What follows belongs to an exercise in optimizing a design on an open flow for small area; a production flow would make more cautious choices.
Only the layout flow was run in this run; the RTL was not checked for function there.
Power and IR drop assume default switching activity.

### flow/run.sh
#!/bin/bash
# synth_recipe.tcl (not shown) runs the flow's synth.tcl, then flattens the netlist and writes it again
# the make line also repeats each setting of config.mk as NAME=value (left out here)
make -C /OpenROAD-flow-scripts/flow DESIGN_CONFIG=/design/flow/config.mk WORK_HOME=/design/flow/orfs CLKGATE_MAP_FILE= SYNTH_SCRIPT=/design/flow/synth_recipe.tcl finish
### flow/config.mk
export PLATFORM = sky130hd
export DESIGN_NAME = seg_led_top
export DESIGN_NICKNAME = seg_led_top
export VERILOG_FILES = /design/flow/design.v
export SDC_FILE = /design/flow/constraint.sdc
export NUM_CORES = 4
export LEC_CHECK = 0
export CAP_MARGIN = 20
export CORE_MARGIN = 2
export CORE_UTILIZATION = 40
export CTS_BUF_LIST = sky130_fd_sc_hd__clkbuf_16
export CTS_CLUSTER_DIAMETER = 100
export CTS_CLUSTER_SIZE = 24
export SLEW_MARGIN = 20
### flow/constraint.sdc
create_clock -name core_clock -period 20.0 [get_ports {sys_clk}]
set_input_delay 4.0000 -clock core_clock [delete_from_list [all_inputs] [get_ports {sys_clk}]]
set_output_delay 4.0000 -clock core_clock [all_outputs]
set_load 0.01 [all_outputs]
### flow/design.v
module key_debounce(
    input clk,
    input rst_n,
    input key,
    output reg ev
);
    localparam [5:0] S40 = 6'b101000;
    localparam [5:0] S1  = 6'b100000;
    reg key_d0;
    reg key_d1;
    reg key_filtered;
    reg [5:0] lfsr;
    wire hit = (lfsr == S1);
    always @(posedge clk)
        lfsr <= (key_d1 != key_d0) ? S40 : {lfsr[4:0], lfsr[5] ^ lfsr[4]};
    always @(posedge clk or negedge rst_n) begin
        if (!rst_n) begin
            key_d0 <= 1'b1;
            key_d1 <= 1'b1;
            key_filtered <= 1'b1;
            ev <= 1'b0;
        end
        else begin
            key_d0 <= key;
            key_d1 <= key_d0;
            if (hit)
                key_filtered <= key_d1;
            ev <= hit & key_filtered & ~key_d1;
        end
    end
endmodule
module alarm(
    input [16:0] x,
    input [17:0] a,
    input sub,
    output [16:0] r,
    output bad
);
    wire [6:0] ts = {1'b0, x[5:0]} + {1'b0, a[5:0] ^ {6{sub}}} + {6'd0, sub};
    wire add_ovf_s = ts[6] | (&ts[5:2]);
    wire fix_s = sub ? ~ts[6] : add_ovf_s;
    wire cin_m = sub ? ts[6] : add_ovf_s;
    wire [3:0] us = ts[5:2] + (fix_s ? {sub, sub, sub, 1'b1} : 4'd0);
    wire [6:0] tm = {1'b0, x[11:6]} + {1'b0, a[11:6] ^ {6{sub}}} + {6'd0, cin_m};
    wire add_ovf_m = tm[6] | (&tm[5:2]);
    wire fix_m = sub ? ~tm[6] : add_ovf_m;
    wire cin_h = sub ? tm[6] : add_ovf_m;
    wire [3:0] um = tm[5:2] + (fix_m ? {sub, sub, sub, 1'b1} : 4'd0);
    wire [7:0] rh = {3'd0, x[16:12]} + ({{2{a[17]}}, a[17:12]} ^ {8{sub}}) + {7'd0, cin_h};
    assign r = {rh[4:0], um, tm[1:0], us, ts[1:0]};
    assign bad = rh[7] | (rh[6:0] > 7'd24) | ((rh[6:0] == 7'd24) & (|{um, tm[1:0], us, ts[1:0]}));
endmodule
module count(
    input clk,
    input rst_n,
    input tick,              
    input run,
    input in_tuning,
    input in_atuning,
    input k_confirm,
    input e_neg,             
    input [17:0] a,          
    output reg [16:0] cnt_j,
    output reg [16:0] cnt_alm,
    output reg reach
);
    localparam [16:0] MIDNIGHT = {5'd24, 6'd0, 6'd0};
    reg [16:0] cnt_i;
    reg [16:0] cnt_tmp;
    wire [16:0] x = ({17{in_tuning}} & cnt_i) | ({17{in_atuning}} & cnt_tmp);
    wire [16:0] r;
    wire bad;
    alarm u_add (.x(x), .a(a), .sub(e_neg ^ a[17]), .r(r), .bad(bad));
    wire cs = (cnt_i[5:0] == 6'd59);
    wire cm = cs & (cnt_i[11:6] == 6'd59);
    wire [16:0] cnt_inc = {cm ? cnt_i[16:12] + 5'd1 : cnt_i[16:12],
                           cs ? (cm ? 6'd0 : cnt_i[11:6] + 6'd1) : cnt_i[11:6],
                           cs ? 6'd0 : cnt_i[5:0] + 6'd1};
    wire at_mid = (cnt_i[16:12] == 5'd24);
    always @(posedge clk or negedge rst_n) begin
        if (!rst_n) begin
            cnt_i <= 17'd0;
            cnt_j <= 17'd0;
            cnt_tmp <= MIDNIGHT;
            cnt_alm <= MIDNIGHT;
        end
        else begin
            if (in_tuning && k_confirm)
                cnt_i <= cnt_j;
            else if (tick) begin
                if (at_mid)
                    cnt_i <= 17'd0;
                else if (run)
                    cnt_i <= cnt_inc;
            end
            if (!in_tuning)
                cnt_j <= cnt_i;
            else if (!bad)
                cnt_j <= r;
            if (!in_atuning)
                cnt_alm <= cnt_tmp;
            else
                cnt_alm <= bad ? MIDNIGHT : r;
            if (in_atuning && k_confirm)
                cnt_tmp <= cnt_alm;
        end
    end
    always @(posedge clk)
        reach <= (cnt_j == cnt_alm);
endmodule
module tune_offset(
    input clk,
    input rst_n,
    input in_tuning,
    input in_atuning,
    input [1:0] tune,        
    input k_left,
    input k_right,
    output e_neg,            
    output [17:0] a          
);
    localparam [1:0] D_NONE = 2'd0;
    localparam [1:0] D_UP = 2'd1;
    localparam [1:0] D_DOWN = 2'd2;
    localparam [1:0] D_CLEAR = 2'd3;
    reg [20:0] pc;
    reg [20:0] pa;
    reg [1:0] dl;
    wire [20:0] p = in_tuning ? pc : pa;
    wire [8:0] ph = p[20:12];
    wire [5:0] pm = p[11:6];
    wire [5:0] ps = p[5:0];
    wire dup = dl[0];
    wire dstep = dl[0] ^ dl[1];
    wire [5:0] ts = ps ^ {6{~dup}};
    wire [5:0] tm = pm ^ {6{~dup}};
    wire [8:0] th = ph ^ {9{~dup}};
    wire [5:0] fs = {&ts[4:0], &ts[3:0], &ts[2:0], &ts[1:0], ts[0], 1'b1};
    wire [5:0] fm = {&tm[4:0], &tm[3:0], &tm[2:0], &tm[1:0], tm[0], 1'b1};
    wire [8:0] fh = {&th[7:0], &th[6:0], &th[5:0], &th[4:0], &th[3:0], &th[2:0], &th[1:0], th[0], 1'b1};
    wire s_wrap = dup ? (ps == 6'd59) : (ps == 6'd0);
    wire m_wrap = dup ? (pm == 6'd59) : (pm == 6'd0);
    wire [5:0] wrap_val = {~dup, ~dup, ~dup, 1'b0, ~dup, ~dup};
    wire s_step = dstep & (tune == 2'd1);
    wire m_step = dstep & ((tune == 2'd2) | ((tune == 2'd1) & s_wrap));
    wire h_step = dstep & ((tune == 2'd3) | (((tune == 2'd2) | ((tune == 2'd1) & s_wrap)) & m_wrap));
    wire [5:0] es_s = s_step ? (s_wrap ? wrap_val : ps ^ fs) : ps;
    wire [5:0] em_s = m_step ? (m_wrap ? wrap_val : pm ^ fm) : pm;
    wire [8:0] eh_s = h_step ? ph ^ fh : ph;
    wire clear = (dl == D_CLEAR);
    wire [8:0] eh = clear ? 9'd0 : eh_s;
    wire [5:0] em = clear ? 6'd0 : em_s;
    wire [5:0] es = clear ? 6'd0 : es_s;
    wire [20:0] e = {eh, em, es};
    assign e_neg = eh[8];
    wire [11:0] ms = {em, es};
    wire h_neg_end = eh[8] & ~eh[7] & ~eh[4];    
    wire h_pos_end = ~eh[8] & eh[7] & eh[4];     
    wire h_m146 = h_neg_end & ~eh[0];
    wire h_m145 = h_neg_end & eh[0];
    wire h_144  = h_pos_end & ~eh[0];
    wire h_145  = h_pos_end & eh[0];
    reg hold_l;
    reg hold_r;
    always @(*) begin
        case (tune)
            2'd3: begin
                hold_l = h_m146 | (h_m145 & (ms <= {6'd21, 6'd52}));    
                hold_r = h_145 | (h_144 & (ms >= {6'd38, 6'd9}));       
            end
            2'd2: begin
                hold_l = h_m146 & (ms <= {6'd22, 6'd52});               
                hold_r = h_145 & (ms >= {6'd37, 6'd9});                 
            end
            default: begin
                hold_l = h_m146 & (ms <= {6'd21, 6'd53});               
                hold_r = h_145 & (ms >= {6'd38, 6'd8});                 
            end
        endcase
    end
    wire active = in_tuning | in_atuning;
    wire clr = ~active | (tune == 2'd0);
    always @(posedge clk) begin
        if (clr)
            dl <= D_CLEAR;
        else if (k_right & ~hold_r)
            dl <= D_UP;
        else if (k_left & ~hold_l)
            dl <= D_DOWN;
        else
            dl <= D_NONE;
    end
    always @(posedge clk or negedge rst_n) begin
        if (!rst_n) begin
            pc <= 21'd0;
            pa <= 21'd0;
        end
        else begin
            if (in_tuning) pc <= e;
            if (in_atuning) pa <= e;
        end
    end
    wire hi = ~ph[8] & (|ph[7:5]);
    wire lo = ph[8] & ~(&ph[7:5]);
    assign a = {hi ? 6'd31 : lo ? 6'd32 : ph[5:0], pm, ps};
endmodule
module sys_status_mgr(
    input clk,
    input rst_n,
    input [3:0] ev,
    input reach,
    output reg [2:0] st,
    output reg [2:0] st_nx,
    output reg [1:0] tune,
    output reg run
);
    localparam [2:0] S_INIT        = 3'd0;
    localparam [2:0] S_NORM        = 3'd1;
    localparam [2:0] S_TUNESEL     = 3'd2;
    localparam [2:0] S_TUNING      = 3'd3;
    localparam [2:0] S_TUNEALARM   = 3'd4;
    localparam [2:0] S_ALARMTUNING = 3'd5;
    localparam [2:0] S_ALARMING    = 3'd6;
    wire k_cancel  = (ev == 4'b0001);
    wire k_left    = (ev == 4'b0010);
    wire k_right   = (ev == 4'b0100);
    wire k_confirm = (ev == 4'b1000);
    wire k_any     = |ev;
    always @(*) begin
        st_nx = st;
        case (st)
            S_INIT:        if (!k_any) st_nx = S_NORM;
            S_NORM:        if (k_confirm) st_nx = S_TUNESEL;
                           else if (k_cancel) st_nx = S_TUNEALARM;
                           else if (reach) st_nx = S_ALARMING;
            S_TUNESEL:     if (k_cancel) st_nx = S_NORM;
                           else if (k_confirm) st_nx = S_TUNING;
            S_TUNING:      if (k_cancel | k_confirm) st_nx = S_TUNESEL;
            S_TUNEALARM:   if (k_confirm) st_nx = S_ALARMTUNING;
                           else if (k_cancel) st_nx = S_NORM;
            S_ALARMTUNING: if (k_cancel | k_confirm) st_nx = S_TUNEALARM;
            S_ALARMING:    if (k_any) st_nx = S_NORM;
            default:       st_nx = S_NORM;
        endcase
    end
    always @(posedge clk or negedge rst_n) begin
        if (!rst_n) begin
            st <= S_INIT;
            run <= 1'b0;
        end
        else begin
            st <= st_nx;
            case (st)
                S_INIT, S_TUNESEL, S_TUNING: run <= 1'b0;
                S_NORM, S_TUNEALARM, S_ALARMTUNING, S_ALARMING: run <= 1'b1;
                default: run <= run;
            endcase
        end
    end
    always @(posedge clk) begin
            if (st == S_TUNESEL || st == S_TUNEALARM) begin
                case (tune)
                    2'd0: tune <= 2'd1;
                    2'd1: if (k_left) tune <= 2'd2; else if (k_right) tune <= 2'd3;
                    2'd2: if (k_left) tune <= 2'd3; else if (k_right) tune <= 2'd1;
                    default: if (k_left) tune <= 2'd1; else if (k_right) tune <= 2'd2;
                endcase
            end
            else if (!(st == S_TUNING || st == S_ALARMTUNING))
                tune <= 2'd0;
    end
endmodule
module binary2bcd(
    input clk,
    input rst_n,
    output tick,             
    output p43,              
    output p0,               
    output rot,              
    output reg blink         
);
    localparam [3:0] C11_LAST  = 4'b0111;       
    localparam [6:0] C125_LAST = 7'b1110000;    
    localparam [4:0] L30       = 5'b10000;      
    reg [1:0] c4;
    reg [3:0] c11;
    reg [6:0] c125;
    reg [4:0] l31;
    wire c11_last = (c11 == C11_LAST);
    wire c125_last = (c125 == C125_LAST);
    assign tick = (c4 == 2'd0) && (c125 == 7'd1);
    assign p43  = (c4 == 2'd3) && c11_last;
    assign p0   = (c4 == 2'd0) && (c11 == 4'd1);
    assign rot  = (c4 == 2'd1);
    always @(posedge clk or negedge rst_n) begin
        if (!rst_n) begin
            c4 <= 2'd0;
            c11 <= 4'd1;
            c125 <= 7'd1;
            l31 <= 5'b00001;
            blink <= 1'b0;
        end
        else begin
            c4 <= c4 + 2'd1;
            c11 <= c11_last ? 4'd1 : {c11[2:0], c11[3] ^ c11[2]};
            c125 <= c125_last ? 7'd1 : {c125[5:0], c125[6] ^ c125[5]};
            l31 <= {l31[3:0], l31[4] ^ l31[2]};
            if (c4[0] && l31 == L30)
                blink <= ~blink;
        end
    end
endmodule
module seg_led(
    input clk,
    input rst_n,
    input p43,
    input p0,
    input rot,
    input alarm_next,
    input [16:0] cnt_j,
    input [16:0] cnt_alm,
    output [5:0] seg_sel,
    output [7:0] seg_led
);
    reg [2:0] cs;
    assign seg_sel = {cs != 3'd5, cs != 3'd4, cs != 3'd3, cs != 3'd2, cs != 3'd1, cs != 3'd0};
    reg [16:0] samp;
    reg [16:0] disp;
    reg [3:0] dig;
    reg dot;
    wire [4:0] jh = (cnt_j[16:12] == 5'd24) ? 5'd0 : cnt_j[16:12];
    wire [16:0] v = alarm_next ? cnt_alm : {jh, cnt_j[11:0]};
    wire sel_s = ~cs[2] & ~cs[1];
    wire sel_m = ~cs[2] & cs[1];
    wire sel_h = cs[2] & ~cs[1];
    wire sel_tens = cs[0];
    wire [5:0] fld = ({6{sel_s}} & disp[5:0]) | ({6{sel_m}} & disp[11:6]) | ({6{sel_h}} & {1'b0, disp[16:12]});
    wire [3:0] digit = sel_tens ? fld / 6'd10 : fld % 6'd10;
    wire started = ~(&cs);           
    reg [6:0] pat;
    always @(*) begin
        case (dig)
            4'd0: pat = 7'b1000000;
            4'd1: pat = 7'b1111001;
            4'd2: pat = 7'b0100100;
            4'd3: pat = 7'b0110000;
            4'd4: pat = 7'b0011001;
            4'd5: pat = 7'b0010010;
            4'd6: pat = 7'b0000010;
            4'd7: pat = 7'b1111000;
            4'd8: pat = 7'b0000000;
            4'd9: pat = 7'b0010000;
            default: pat = 7'b1111111;
        endcase
    end
    assign seg_led = {dot, pat};
    always @(posedge clk or negedge rst_n) begin
        if (!rst_n) begin
            samp <= 17'd0;
            disp <= 17'd0;
            cs <= 3'd7;
            dig <= 4'hf;
            dot <= 1'b1;
        end
        else begin
            if (p43) begin
                samp <= v;
                disp <= samp;
            end
            if (rot)
                cs <= (cs[2] & cs[0]) ? 3'd0 : cs + 3'd1;
            if (!(p0 && started)) begin
                dig <= digit;
                dot <= ~(cs == 3'd2 || cs == 3'd4);
            end
        end
    end
endmodule
module led_ctrl(
    input clk,
    input rst_n,
    input [2:0] st,
    input [1:0] tune,
    input blink,
    output reg [3:0] leds
);
    always @(posedge clk or negedge rst_n) begin
        if (!rst_n) begin
            leds <= 4'b0001;
        end
        else begin
            case (st)
                3'd0: leds <= 4'b0001;
                3'd1: leds <= 4'b0010;
                3'd2, 3'd4: begin
                    case (tune)
                        2'd1: leds <= 4'b1100;
                        2'd2: leds <= 4'b1010;
                        2'd3: leds <= 4'b1001;
                        default: leds <= 4'b1000;
                    endcase
                end
                3'd3, 3'd5: leds <= 4'b1111;
                3'd6: leds <= blink ? 4'b1100 : 4'b0011;
                default: leds <= leds;
            endcase
        end
    end
endmodule
module seg_led_top(
    input sys_clk,
    input sys_rst_n,
    input [3:0] keys,
    output [3:0] leds,
    output [5:0] seg_sel,
    output [7:0] seg_led
);
    wire clk = sys_clk;
    wire rst_n = sys_rst_n;
    wire [3:0] ev;
    key_debounce u_key0 (.clk(clk), .rst_n(rst_n), .key(keys[0]), .ev(ev[0]));
    key_debounce u_key1 (.clk(clk), .rst_n(rst_n), .key(keys[1]), .ev(ev[1]));
    key_debounce u_key2 (.clk(clk), .rst_n(rst_n), .key(keys[2]), .ev(ev[2]));
    key_debounce u_key3 (.clk(clk), .rst_n(rst_n), .key(keys[3]), .ev(ev[3]));
    wire k_left    = (ev == 4'b0010);
    wire k_right   = (ev == 4'b0100);
    wire k_confirm = (ev == 4'b1000);
    wire [2:0] st;
    wire [2:0] st_nx;
    wire [1:0] tune;
    wire run;
    wire reach;
    sys_status_mgr u_status (
        .clk(clk), .rst_n(rst_n), .ev(ev), .reach(reach),
        .st(st), .st_nx(st_nx), .tune(tune), .run(run)
    );
    wire in_tuning  = (st == 3'd3);
    wire in_atuning = (st == 3'd5);
    wire tick, p43, p0, rot, blink;
    binary2bcd u_time_base (
        .clk(clk), .rst_n(rst_n),
        .tick(tick), .p43(p43), .p0(p0), .rot(rot), .blink(blink)
    );
    wire e_neg;
    wire [17:0] a;
    tune_offset u_offset (
        .clk(clk), .rst_n(rst_n), .in_tuning(in_tuning), .in_atuning(in_atuning),
        .tune(tune), .k_left(k_left), .k_right(k_right),
        .e_neg(e_neg), .a(a)
    );
    wire [16:0] cnt_j;
    wire [16:0] cnt_alm;
    count u_count (
        .clk(clk), .rst_n(rst_n), .tick(tick), .run(run),
        .in_tuning(in_tuning), .in_atuning(in_atuning), .k_confirm(k_confirm),
        .e_neg(e_neg), .a(a),
        .cnt_j(cnt_j), .cnt_alm(cnt_alm), .reach(reach)
    );
    seg_led u_display (
        .clk(clk), .rst_n(rst_n), .p43(p43), .p0(p0), .rot(rot),
        .alarm_next(st_nx == 3'd4 || st_nx == 3'd5),
        .cnt_j(cnt_j), .cnt_alm(cnt_alm),
        .seg_sel(seg_sel), .seg_led(seg_led)
    );
    led_ctrl u_leds (
        .clk(clk), .rst_n(rst_n), .st(st), .tune(tune), .blink(blink),
        .leds(leds)
    );
endmodule
==> key figures <==
Setup path
  • CP Class: register to register
  • Peak fanout along the critical path: 55
  • CP startpoint kind: register
  • Reg-to-reg endpoint: u_count.cnt_alm[1]
  • R2r startpoint: u_status.st[2]
  • CP max-delay cell: dfrtp_1
  • Number of cells on the worst reg-to-reg path: 37
  • Crit path arrival time: 11220 ps
  • Delay of the slowest critical-path stage: approximately 650 ps
  • Critical Path End Type: register
  • R2R setup slack: 9230 ps
  • Critical Path RT: ~20000 ps
  • Most common cell on crit path: fa_1

Drt
  • Drt total wl: 34.3 mm
  • Total number of vias: 10900
  • Via density: approximately 5.7
  • Drt first pass iters: 7
  • Starting DRT DRC Count: 699
  • Antenna Nets Post-Route: 0
  • DRC errors left: 0
  • Drt wl/cell: ~18 µm

STA
  • Hold Violations, Final: 0
  • RSZ-0062 raised after global routing: false
  • Final period util: 53.9%
  • Fmax: about 93 MHz
  • Worst-margin pin slew: 879 ps
  • PnR worst setup slack: 9230 ps
  • Final setup violation count: 0
  • Worst slew margin: 40.6%
  • Min Tclk post-route: 10770 ps
  • Slew Viols, Final: 0
  • Fin Setup TNS: 0 ps
  • Worst Skew: 34.1 ps

Placed design
  • DPL Wire Length: 24.7 mm
  • Post-Place Worst Slack: 9390 ps
  • I/O Buffers: 23
  • GP Congestion: 0.863

Synthesis
  • Post-synthesis instance area: roughly 14000 µm²
  • Number of synthesized register bits: 224
  • Average size of a mapped cell: slightly above 9 µm²
  • Compound-cell area share of the yosys netlist: about a fifth
  • Ranking of synthesized cells by area: dfrtp_1 (31%), dfstp_2 (5.4%), nand2_1 (5.1%)
  • Yosys top cell by area: dfrtp_1
  • Number of flops mapped to enable cells by yosys: 2
  • Post-synthesis simple-gate area fraction: 18.7%
  • Synth Flop Type: dfrtp_1
  • Post-synth ARST share: around 87%
  • XOR/XNOR Fraction of Synth Area: around 4.4%
  • Mapped Nets: 1537
  • Largest family of logic cells by synthesized area: compound AO/OA/AOI/OAI gates
  • Multiplexer share of the synthesized area: 7.95%
  • Yosys top cell area share: between 30% and 40%
  • Synth Instances: around 1500
  • Synth unique cells: just under 100
  • Sequential area share after synthesis: approximately two fifths
  • Synth Area in Adders: 5.50%
  • Yosys warnings: 7

GRT
  • First-pass GRT wire length: 57.0 mm
  • Total GRT Usage: 19.5%
  • Grt peak-use layer: met2
  • Grt total ovfl: 0
  • GR Util met2: 32.6%
  • Initial antenna violation count: 0
  • Largest net degree at the start of global routing: 92
  • GR Layer Usage met3: under 10%
  • GR Util met1: between 20% and 30%
  • Number of global-route vias before repair: approximately 10000

Floorplan
  • Initial Util: 40.7%
  • Die ar.: 35600 µm²
  • Std-Cell Rows: 67
  • I/O Pins: 24
  • Placeable core region: approximately 34000 µm²
  • Die W: between 150 and 200 µm
  • Die H: 189 µm

Clock tree
  • Num CTS Buffers: 13
  • H-tree Lvls: 1
  • CTS tree: built
  • Worst-path clk slew: approximately 100 ps
  • Post CTS Setup Buffer Count: 0
  • # hold bufs at CTS: 0
  • Clk sink count: 224
  • Resized cells post-CTS: 0
  • Clock latency (worst-skew pair): 510 ps
  • CTS max path bufs: 3
  • Clk root buf: clkbuf_16

Worst hold path
  • Hold path cells: 0
  • Hold WC Path Type: register to register
  • Hold EP: u_key3.key_d1
  • HP Start: u_key3.key_d0

Status
  • Run status: complete, no violations

Layout
  • Fin nets: 1505
  • Area grow syn2layout: 6.81%
  • Diode count: 0
  • Layout cells sized above 1: 9.72%

Pwr
  • Leak pwr: 6.19 nW
  • Pwr/cell area: 88.5 nW/µm²
  • IR drop worst, VDD: 0.0781 mV

Run
  • Max Cap Viol: 0
[flip-flops by register name, summed over array words and instances, names as in the netlist, 4 cells and up]
name              cells
u_display.samp       17
u_key2.lfsr           6
u_offset.pc          21
u_display.dig         4
u_leds.leds           4
u_time_base.c125      7
u_count.cnt_i        17
u_key0.lfsr           6
u_offset.pa          21
u_time_base.l31       5
u_key1.lfsr           6
u_count.cnt_j        17
u_time_base.c11       4
u_count.cnt_alm      17
u_display.disp       17
u_key3.lfsr           6
u_count.cnt_tmp      17
[cells in the mapped netlist (18+ instances only)]
library cell	instances
and2_1	23
nor4_1	18
ha_1	48
clkbuf_1	59
nand2_1	185
a21oi_1	75
mux2_2	49
dfstp_2	28
nor2b_1	22
xnor2_1	45
dfrtp_1	167
nand3_1	32
a22o_1	22
o21ai_0	130
xor2_1	23
nor2_1	70
mux2i_1	51
inv_1	42
nor3_1	36
a31oi_1	20
dfxtp_1	27
[power by group]
part	leakage [nW]	total [mW]	internal, mW	switching [mW]
Sequential	2.85	0.553	0.498	0.0549
Combinational	3.14	0.456	0.167	0.289
Clock	0.204	0.280	0.122	0.158
Total	6.19	1.29	0.787	0.502
[cell type report]
cell class | instances | area [µm²]
clock buffers | 13 | 325
clock inverters | 9 | 52.6
fillers | 3272 | 19000
inverters | 43 | 161
multi-input cells | 1124 | 7610
flip-flops and latches | 224 | 5520
well taps | 448 | 561
repair buffers | 38 | 347
[per-stage QoR]
stage	cell area, µm²	hold slack (ps)	power [mW]	std cells	utilization (%)
after floorplan	13600	347	0.881	1476	-
after global placement	14200	349	1.01	1877	42.3
after detailed placement	14200	365	1.01	1877	42.3
after CTS	14600	379	1.30	1899	43.4
after global routing	14600	382	1.37	1899	43.4
final	14600	376	1.29	1899	43.4
[cell families (layout without fill, tap and decap cells)]
logic type,Yosys count,after routing
compound gates,398,398
xor+xnor,68,68
fa+ha+maj,56,56
buf+inv,128,103
flops,224,224
mux,101,101
simple gates,501,501
[layer usage]
layer	part of all wire (%)	vias to the layer above	wire length, µm
li1	-	5272	-
met1	47	5370	16100
met3	3.8	41	1310
met4	2.1	0	711
met2	47	233	16100
met5	0	-	0
[critical path, delay by kind of cell, from the launching register on]
| family | cells | cell delay, ps |
|---|---|---|
| adder cells (fa/ha/maj) | 5 | 2090 |
| flip-flops | 1 | 650 |
| AND/OR/NAND/NOR | 15 | 3530 |
| XOR/XNOR | 2 | 440 |
| buffers and inverters | 3 | 1140 |
| AO/OA/AOI/OAI | 12 | 2780 |
[worst max path at each step]
stage	start	end	slack [ps]
final	u_status.st[2]	u_count.cnt_alm[1]	9230
after global routing	u_status.st[2]	u_count.cnt_alm[9]	8480
after CTS	u_status.st[2]	u_count.cnt_alm[8]	9350
after detailed placement	u_status.st[2]	u_count.cnt_alm[8]	9390
after global placement	u_status.st[0]	u_count.cnt_alm[2]	9680
after floorplan	u_offset.pa[0]	u_count.cnt_alm[12]	11370
[cell usage in the layout, fill, tap and decap left out, drive strengths merged, types with 10 or more instances in the layout]
cell,n
a21o,12
a21oi,75
a22o,22
a31oi,21
and2,24
and3,12
buf,15
clkbuf,14
clkdlybuf4s50,22
dfrtp,167
dfstp,28
dfxtp,27
ha,48
inv,48
mux2,49
mux2i,51
nand2,186
nand2b,16
nand3,32
nand4,15
nor2,70
nor2b,22
nor3,38
nor4,18
o211ai,16
o21ai,133
or2,10
xnor2,45
xor2,23

port drivers added, routing unchanged:
No port has a modelled driver above. Below, the same layout with a new extraction and two added sets of constraints.
Step 1, drivers: a clkbuf_16 drives sys_clk and a buf_2 each remaining input, both assumed.
Step 2 also shifts input and output timing later by t, the mid clock arrival at the registers, as if the neighbouring blocks saw the same clock.
a / b / c = ideal ports / drivers / drivers and shift; a / b = the first two.
t (ns): 0.538
setup WS [ns]: 9.229 / 9.229 / 9.229
worst setup path after step 2: register to register
After both steps this run still meets setup and hold. For this run, drivers alone change the setup slack by 0.000 ns; drivers and shift together by 0.000 ns.
